From an optimization exercise on the open Yosys and OpenROAD flow, aimed at small area; shortcuts taken in it are not production practice. The RTL was checked by simulation tests, not by an equivalence proof against the original design. Power and IR drop assume default switching activity.

===== flow/constraint.sdc =====
create_clock -name core_clock -period 10.0 [get_ports {clk}]
set_input_delay 2.0000 -clock core_clock [delete_from_list [all_inputs] [get_ports {clk}]]
set_output_delay 2.0000 -clock core_clock [all_outputs]
set_load 0.01 [all_outputs]

===== flow/config.mk =====
export PLATFORM = sky130hd
export DESIGN_NAME = sram_top
export DESIGN_NICKNAME = sram_top
export VERILOG_FILES = /design/flow/design.v
export SDC_FILE = /design/flow/constraint.sdc
export NUM_CORES = 4
export LEC_CHECK = 0
export CAP_MARGIN = 20
export CORE_MARGIN = 2
export CORE_UTILIZATION = 65
export PLACE_DENSITY = 0.75
export SETUP_SLACK_MARGIN = 0.0
export SLEW_MARGIN = 20

===== flow/design.v =====
`timescale 1ns / 1ps
module controller (
    input  wire        clk,
    input  wire        rst_n,
    input  wire [6:0]  addr,
    input  wire        ce_n,
    input  wire        we_n,
    input  wire [15:0] bank_active_status,
    output wire [6:0]  cap_addr,      
    output wire [6:0]  req_addr,      
    output wire        seek,          
    output wire        show,          
    output wire        first,         
    output wire        wload,         
    output wire [15:0] request_wakeup,
    output wire [15:0] access_done
);
    localparam IDLE = 4'd0, WAIT = 4'd1, PRE1 = 4'd2, PRE2 = 4'd3, DEC = 4'd4,
               ACC1 = 4'd5, ACC2 = 4'd6, ACC3 = 4'd7, FIN = 4'd8;
    reg [3:0] st;
    reg [6:0] ca;
    reg       cwe_n;
    wire [15:0] bdec = 16'd1 << ca[6:3];
    always @(posedge clk or negedge rst_n) begin
        if (!rst_n)
            st <= IDLE;
        else case (st)
            IDLE:    st <= ce_n ? IDLE : WAIT;
            WAIT:    st <= bank_active_status[ca[6:3]] ? PRE1 : WAIT;
            FIN:     st <= IDLE;
            default: st <= (st > FIN) ? IDLE : st + 4'd1;
        endcase
    end
    always @(posedge clk) begin
        if (st == IDLE && !ce_n) begin
            ca    <= addr;
            cwe_n <= we_n;
        end
    end
    assign cap_addr       = ca;
    assign req_addr       = (st == IDLE) ? addr : ca;
    assign seek           = ((st == IDLE) && !ce_n) || ((st >= WAIT) && (st <= ACC1));
    assign first          = (st == ACC1);
    assign show           = (st >= ACC1) && (st <= ACC3) && cwe_n;
    assign wload          = (st == ACC3) && !cwe_n;
    assign request_wakeup = (st == WAIT) ? bdec : 16'd0;
    assign access_done    = (st == FIN)  ? bdec : 16'd0;
endmodule
`timescale 1ns / 1ps
module power_management_unit (
    input  wire        clk,
    input  wire        rst_n,
    input  wire [15:0] request_wakeup,
    input  wire [15:0] access_done,
    output wire [15:0] bank_active_status
);
    localparam [9:0] TERM   = 10'h13f;
    localparam [9:0] K_WAKE = 10'h136;   
    localparam [9:0] K_IDLE = 10'h334;   
    localparam [9:0] K_DEEP = 10'h335;   
    localparam [9:0] POL    = 10'b0101010101;
    reg         wk;
    wire [15:0] ld_wake;
    always @(posedge clk or negedge rst_n) begin
        if (!rst_n)
            wk <= 1'b0;
        else
            wk <= (|ld_wake) | (wk & (|request_wakeup));
    end
    genvar i;
    generate
        for (i = 0; i < 16; i = i + 1) begin : bank_fsm
            reg       act, m;
            reg  [9:0] cnt_q;
            wire [9:0] cnt = cnt_q ^ POL;
            wire req  = request_wakeup[i];
            wire done = access_done[i];
            wire term = (cnt == TERM);
            assign ld_wake[i] = !act && !m && req;
            wire ld_deep = act && !req && m && term;
            wire ld_idle = act && !req && !(m && term) && done;
            always @(posedge clk or negedge rst_n) begin
                if (!rst_n) begin
                    act <= 1'b0;
                    m   <= 1'b0;
                end else if (act) begin
                    if (req)
                        m <= 1'b0;
                    else if (m && term)
                        act <= 1'b0;
                    else if (done)
                        m <= 1'b1;
                end else if (m) begin
                    if (term) begin
                        act <= req && wk;
                        m   <= 1'b0;
                    end
                end else if (req)
                    m <= 1'b1;
            end
            always @(posedge clk) begin
                if (ld_wake[i])
                    cnt_q <= K_WAKE ^ POL;
                else if (ld_deep)
                    cnt_q <= K_DEEP ^ POL;
                else if (ld_idle)
                    cnt_q <= K_IDLE ^ POL;
                else
                    cnt_q <= {cnt[8:0], cnt[9] ^ cnt[6]} ^ POL;
            end
            assign bank_active_status[i] = act;
        end
    endgenerate
endmodule
`timescale 1ns / 1ps
module memory_bank_2 (
    input  wire        clk,
    input  wire        rst_n,
    input  wire [6:0]  raddr,
    input  wire        seek,
    input  wire        show,
    input  wire        first,
    input  wire [6:0]  waddr,
    input  wire [31:0] din,
    input  wire        wload,
    input  wire        any_active,
    output wire [31:0] dout
);
    reg  [6:0]  phase;
    reg  [31:0] wbuf;
    reg  [6:0]  wa;
    reg         pend;
    reg  [31:0] rreg;
    reg         woke;
    wire [31:0] d [0:127];
    always @(posedge clk)
        phase <= phase + 7'd1;
    wire clr = !woke;
    always @(posedge clk or negedge rst_n) begin
        if (!rst_n)
            woke <= 1'b0;
        else if (any_active)
            woke <= 1'b1;
    end
    wire [6:0]  wpos  = wa + phase;
    wire        wfire = pend && (wpos[2:0] == 3'd7);
    always @(posedge clk) begin
        if (wload || clr)
            wbuf <= din & {32{!clr}};
        if (wload)
            wa   <= waddr;
    end
    always @(posedge clk or negedge rst_n) begin
        if (!rst_n)
            pend <= 1'b0;
        else
            pend <= wload | (pend & !wfire);
    end
    genvar p;
    generate
        for (p = 0; p < 128; p = p + 1) begin : slot
            reg [31:0] q;
            if (p % 8 == 0) begin : wtap
                wire wen = clr || (wfire && (wpos[6:3] == ((p / 8 + 15) % 16)));
                always @(posedge clk)
                    q <= wen ? ((p / 8) % 2 ? ~wbuf : wbuf) : ~d[(p + 127) % 128];
            end else begin : plain
                always @(posedge clk)
                    q <= d[p - 1];
            end
            assign d[p] = q;
        end
    endgenerate
    wire [6:0] rpos = raddr + phase;
    wire       fwd  = pend && (wa == raddr);
    reg [31:0] tap_d;
    reg        rhit;
    integer k;
    always @* begin
        tap_d = 32'd0;
        rhit  = 1'b0;
        for (k = 0; k < 22; k = k + 1) begin
            tap_d = tap_d | ((((6 * k) / 8) % 2 ? ~d[6 * k] : d[6 * k]) & {32{rpos == 6 * k}});
            rhit  = rhit | (rpos == 6 * k);
        end
    end
    wire [31:0] live = fwd ? wbuf : tap_d;
    wire        lhit = fwd || rhit;
    always @(posedge clk) begin
        if (seek && lhit)
            rreg <= live;
    end
    assign dout = ((first && lhit) ? live : rreg) & {32{show}};
endmodule
`timescale 1ns / 1ps
module sram_top #(
    parameter ROW_BITS = 1,
    parameter COL_BITS = 2,
    parameter ADDR_W   = 4 + ROW_BITS + COL_BITS
) (
    input  logic        clk,
    input  logic        rst_n,
    input  logic [ADDR_W-1:0] addr,
    input  logic [31:0] din,
    input  logic        ce_n,
    input  logic        we_n,
    output logic [31:0] dout
);
    wire [6:0]  cap_addr, req_addr;
    wire        seek, show, first, wload;
    wire [15:0] request_wakeup;
    wire [15:0] access_done;
    wire [15:0] bank_active_status;
    controller u_controller (
        .clk(clk),
        .rst_n(rst_n),
        .addr(addr),
        .ce_n(ce_n),
        .we_n(we_n),
        .bank_active_status(bank_active_status),
        .cap_addr(cap_addr),
        .req_addr(req_addr),
        .seek(seek),
        .show(show),
        .first(first),
        .wload(wload),
        .request_wakeup(request_wakeup),
        .access_done(access_done)
    );
    power_management_unit u_pmu (
        .clk(clk),
        .rst_n(rst_n),
        .request_wakeup(request_wakeup),
        .access_done(access_done),
        .bank_active_status(bank_active_status)
    );
    memory_bank_2 u_mem (
        .clk(clk),
        .rst_n(rst_n),
        .raddr(req_addr),
        .seek(seek),
        .show(show),
        .first(first),
        .waddr(cap_addr),
        .din(din),
        .wload(wload),
        .any_active(|bank_active_status),
        .dout(dout)
    );
endmodule

===== flow/flow/cts_args.txt =====
-sink_clustering_enable -repair_clock_nets -dont_use_dummy_load -buf_list sky130_fd_sc_hd__clkbuf_4 -sink_clustering_size 10 -sink_clustering_max_diameter 40

===== flow/flow/area.abc =====
strash
dc2
dch -f
amap -m
topo

===== flow/flow/run.sh =====
#!/bin/bash
# Layout flow: the standard flow, with the combinational logic mapped by an
# area-oriented ABC script (flow/area.abc) instead of ORFS's speed script.
# Registers, their names and cell types are those of the standard synthesis.
# Clock tree synthesis runs with the arguments in flow/cts_args.txt (no dummy
# load cells). Ports are buffered with sky130_fd_sc_hd__buf_1.
set -euo pipefail
cd "$(dirname "$0")/.."
W=$PWD
sed 's|log_cmd abc {\*}\$abc_args|log_cmd abc {*}[lreplace $abc_args 1 1 '"$W"'/flow/area.abc]|' \
    "$FLOW_HOME/scripts/synth.tcl" > "$W/flow_synth.tcl"
grep -q "flow/area.abc" "$W/flow_synth.tcl"
sed "s|source \$::env(SCRIPTS_DIR)/synth.tcl|source $W/flow_synth.tcl|" \
    "$W/synth_recipe.tcl" > "$W/flow_synth_recipe.tcl"
grep -q "flow_synth.tcl" "$W/flow_synth_recipe.tcl"
bash "$W/standard.sh" SYNTH_SCRIPT="$W/flow_synth_recipe.tcl" CTS_ARGS="$(cat "$W/flow/cts_args.txt")" \
    BUFFER_PORTS_ARGS="-buffer_cell sky130_fd_sc_hd__buf_1" finish > "$W/flow_standard.log" 2>&1

===== flow/standard.sh =====
#!/bin/bash
# synth_recipe.tcl (not shown) runs the flow's synth.tcl, then flattens the netlist and writes it again
# the make line also repeats each setting of config.mk as NAME=value (left out here)
make -C /OpenROAD-flow-scripts/flow DESIGN_CONFIG=/design/flow/config.mk WORK_HOME=/design/flow/orfs CLKGATE_MAP_FILE= SYNTH_SCRIPT=/design/flow/synth_recipe.tcl "${@:-finish}"

==> impl_metrics.yaml <==
timing:
  skew_ns: 0.157
  final-hold-violation-count: 0
  period_needed_ns: 9.68
  fmax_ghz: 0.103
  fin_ws_ns: 0.321
  slew_headroom_pct: 30.4
  min_period_over_period_pct: 96.8
  worstMarginPinSlew_ns: 1.04
  drv_slew: 0
  setup_violations: 0
worst_setup_path:
  r2r_slack_ns: 3.80
  cp_max_fo: 20
  critPathArrivalTime_ns: 7.68
  cp-start-kind: "flop"
  r2r-end: "u_mem.rreg[5]"
  critPathCaptureType: "output port"
  r2r_start: "u_controller.st[0]"
  required_ns: 8.00
  critPathKind: "flop to output port"
  reg2reg_depth: 26
clocking:
  root_buffer: "clkbuf_4"
  h-tree-depth: 5
  clockBufferDepth: 4
  clkSinkCount: 4381
  numCtsBuffers: 497
  tritoncts: "yes"
  worstSkewPairLatency_ns: 1.44
  clk_pin_slew_ns: 0.10
  cts_post_setup_buffers_inserted: 0
layout:
  area_growth_pct: 7.77
  fillCellCount: 9829
  fin_nets: 7234
  drive_gt1_share_pct: 9.35
pwr:
  p_leak_nw: 42.4
  p_clk_share_pct: 21.0
  power.internal_mw: 25.4
  p_total_mw: 34.4
  switching_share_pct: 26.1
  power_density_mw_per_mm2: 317
  seq_power_share_pct: 70.1
  combPwrFrac_pct: 8.9
  p_switching_mw: 8.96
  worst_ir_drop_vdd_v: 0.000245
grt:
  grt_pass1_wl_um: 336000
  grt.busiest_layer: "met2"
  grt_pass1_vias: 51400
  overflow: 0
  grt_max_degree: 48
  grt_use_met2_pct: 43.4
  antenna_found_initial: 12
  use_met3_pct: 7.07
  grtUsageTotal_pct: 29.6
  use_met1_pct: 42.9
routing:
  route.vias.total: 52700
  avgViaCountPerCell: 5.71
  drt_iter0_drc: 5081
  drt_pass1_iterations: 7
  drc: 0
  routed_wl_um: 237000
  wl_per_cell_um: 25.6
  ant_nets: 0
synthesis:
  syn_area_mm2: 0.101
  synthFlopType: "dfxtp_1"
  yosysWarnings: 3
  synth_edf_count: 79
  syn-num-nets: 6561
  ys_seq_area_share_pct: 88.0
  ys_seq_elements: 4381
  ys_types: 49
  synth_cells: 6498
  syn_area_per_cell_um2: 15.5
  ys_async_sr_fraction_pct: 0.890
die:
  core-area_mm2: 0.154
  start_util_pct: 65.4
  die_h_um: 398
  row_count: 144
  design.die.area_mm2: 0.158
  io_pins: 75
  die_x_um: 398
placement:
  portBuffers: 74
  dp_hpwl_um: 136000
  place_congestion: 0.875
  dp_slack_ns: 0.781
worst_hold_path:
  hp-class: "flop to flop"
  whs_path_depth: 0
  hold_path_end: "u_mem.slot[22].q[13]"
  min_from: "u_mem.slot[21].q[13]"
flow_run:
  maxCapViolCount: 0
status:
  status: "complete, no violations"
## worst max-delay path by stage
stage | startpoint | to | slack, ns | cells after the start
finish | u_controller.st[0] | dout[12] | 0.32 | 25
global route | u_controller.st[0] | dout[5] | -0.05 | 28
CTS | u_controller.st[0] | dout[24] | 0.03 | 26
detailed placement | addr[0] | dout[10] | 0.78 | 26
global placement | addr[0] | dout[10] | 0.76 | 26
floorplan | addr[0] | dout[0] | 0.43 | 21
## flip-flops by register name, summed over array words and instances (netlist names)
name,cells
u_pmu.bank_fsm.act,16
u_controller.ca,7
u_mem.pend,1
u_controller.cwe_n,1
u_pmu.bank_fsm.m,16
u_pmu.bank_fsm.cnt_q,160
u_controller.st,4
u_mem.woke,1
u_mem.rreg,32
u_mem.phase,7
u_mem.slot.q,4096
u_pmu.wk,1
u_mem.wa,7
u_mem.wbuf,32
## what timing repair did
action | 4_1_cts | 5_1_grt
gates cloned | 0 | 0
pin swaps | 0 | 0
gates resized for setup | 10 | 26
endpoints found under the setup margin | 32 | 32
hold buffers | 0 | 0
## final cells by class
class                      instances  area [um^2]  area share [%]
timing repair buffer             174         1130            1.04
inverter                         186          724           0.667
clock buffer                     497         3730            3.44
multi-input combinational       1931        11700            10.8
sequential                      4381        88700            81.7
tap                             2044         2560            2.36
antenna                           12         30.0          0.0277
## cells by family (layout without fill, tap and decap cells)
logic type | after synthesis | count (layout) | share of synthesized area, %
simple gates | 831 | 831 | 3.82
flops | 4381 | 4381 | 88.0
buf+inv | 186 | 857 | 0.693
other cells | 0 | 12 | 0
fa+ha+maj | 20 | 20 | 0.263
compound gates | 1080 | 1080 | 7.19
## cell usage in the layout, fill, tap and decap left out, types with 32 or more instances in the layout
cell       instances
dfrtp_1           39
dfxtp_1         4263
nor2b_1           36
nand3_1           49
a21oi_1           92
clkbuf_4         497
o22ai_1          568
or3_1             49
a2111oi_0         37
clkinv_1         156
o221a_1           41
buf_1             72
a22oi_1           32
a221oi_1          43
nand2_1          128
o21ai_0          102
nor4_1            55
buf_4             90
edfxtp_1          79
nor2_1           389
## per-stage QoR
step           cells  util [%]  area [um^2]  TNS (ns)  hold WS [ns]
3_5_place_dp    8716      68.0       105000         0         0.312
4_1_cts         9213      70.4       108000         0         0.234
2_1_floorplan   6498         -       101000         0         0.310
3_3_place_gp    8716      68.0       105000         0         0.310
6_report        9225      70.5       109000         0         0.237
5_1_grt         9219      70.5       109000    -0.140         0.223
## power groups by stage
stage	registers, mW	clock network (mW)	logic (mW)
after floorplan	23.5	0	1.57
after global placement	24.2	0	2.87
after detailed placement	24.4	0	2.97
after CTS	24.1	7.32	2.99
after global routing	24.4	7.99	3.20
final	24.1	7.22	3.07
## synth_stat cells, types with 39 or more instances
cell,instances,area [um^2]
a21oi_1,94,470
o21ai_0,119,596
o22ai_1,568,3550
edfxtp_1,79,2370
clkinv_1,186,698
dfrtp_1,39,976
a221oi_1,44,385
nor4_1,55,344
dfxtp_1,4263,85300
nand3_1,51,255
a2111oi_0,41,359
o221a_1,41,462
nor2_1,402,1510
nand2_1,129,484
or3_1,49,307
## worst max-delay path: stages, from the launching register on
cell      delay [ns]
dfrtp_1         0.42
clkinv_1        0.08
ha_1            0.14
clkinv_1        0.09
nor2_1          0.18
clkinv_1        0.17
nor2_4          0.21
inv_2           0.11
o22ai_1         0.25
clkinv_1        0.15
ha_1            0.36
a21o_1          0.17
a31oi_1         0.21
nor2_1          0.06
nor2_1          0.23
o21bai_1        0.12
a21oi_1         0.58
nand3_1         0.29
nor2_4          0.18
buf_4           0.30
buf_4           0.55
a221oi_1        0.20
and4_1          0.23
a32oi_1         0.53
o221a_1         0.30
buf_1           0.15
## layer usage
metal / up-vias / wire length (um)
met2: 2711 / 101000
li1: 23600 / -
met5: - / 34
met3: 624 / 23700
met4: 4 / 8970
met1: 25700 / 103000

what the ideal ports hide:
Ports are ideal in the flow. The routed layout listed here was re-timed in OpenROAD. Step 1, drivers: a clkbuf_16 drives clk and a buf_2 each remaining input, both assumed. Step 2, shift: input delay + t, output delay - t, t = (earliest + latest rising clock arrival at the registers) / 2. This alone moves slack from input paths to output paths. Three values: no drivers, after step 1, after step 2; two values: the first two.
t (ns): 1.428
slack for setup (ns): 0.321 / 0.240 / 0.942
slew at the worst register clock pin (ns): 0.11 / 0.11
After both steps setup and hold are still met in this run. For this run, drivers alone change the setup slack by -0.081 ns; drivers and shift together by +0.621 ns.
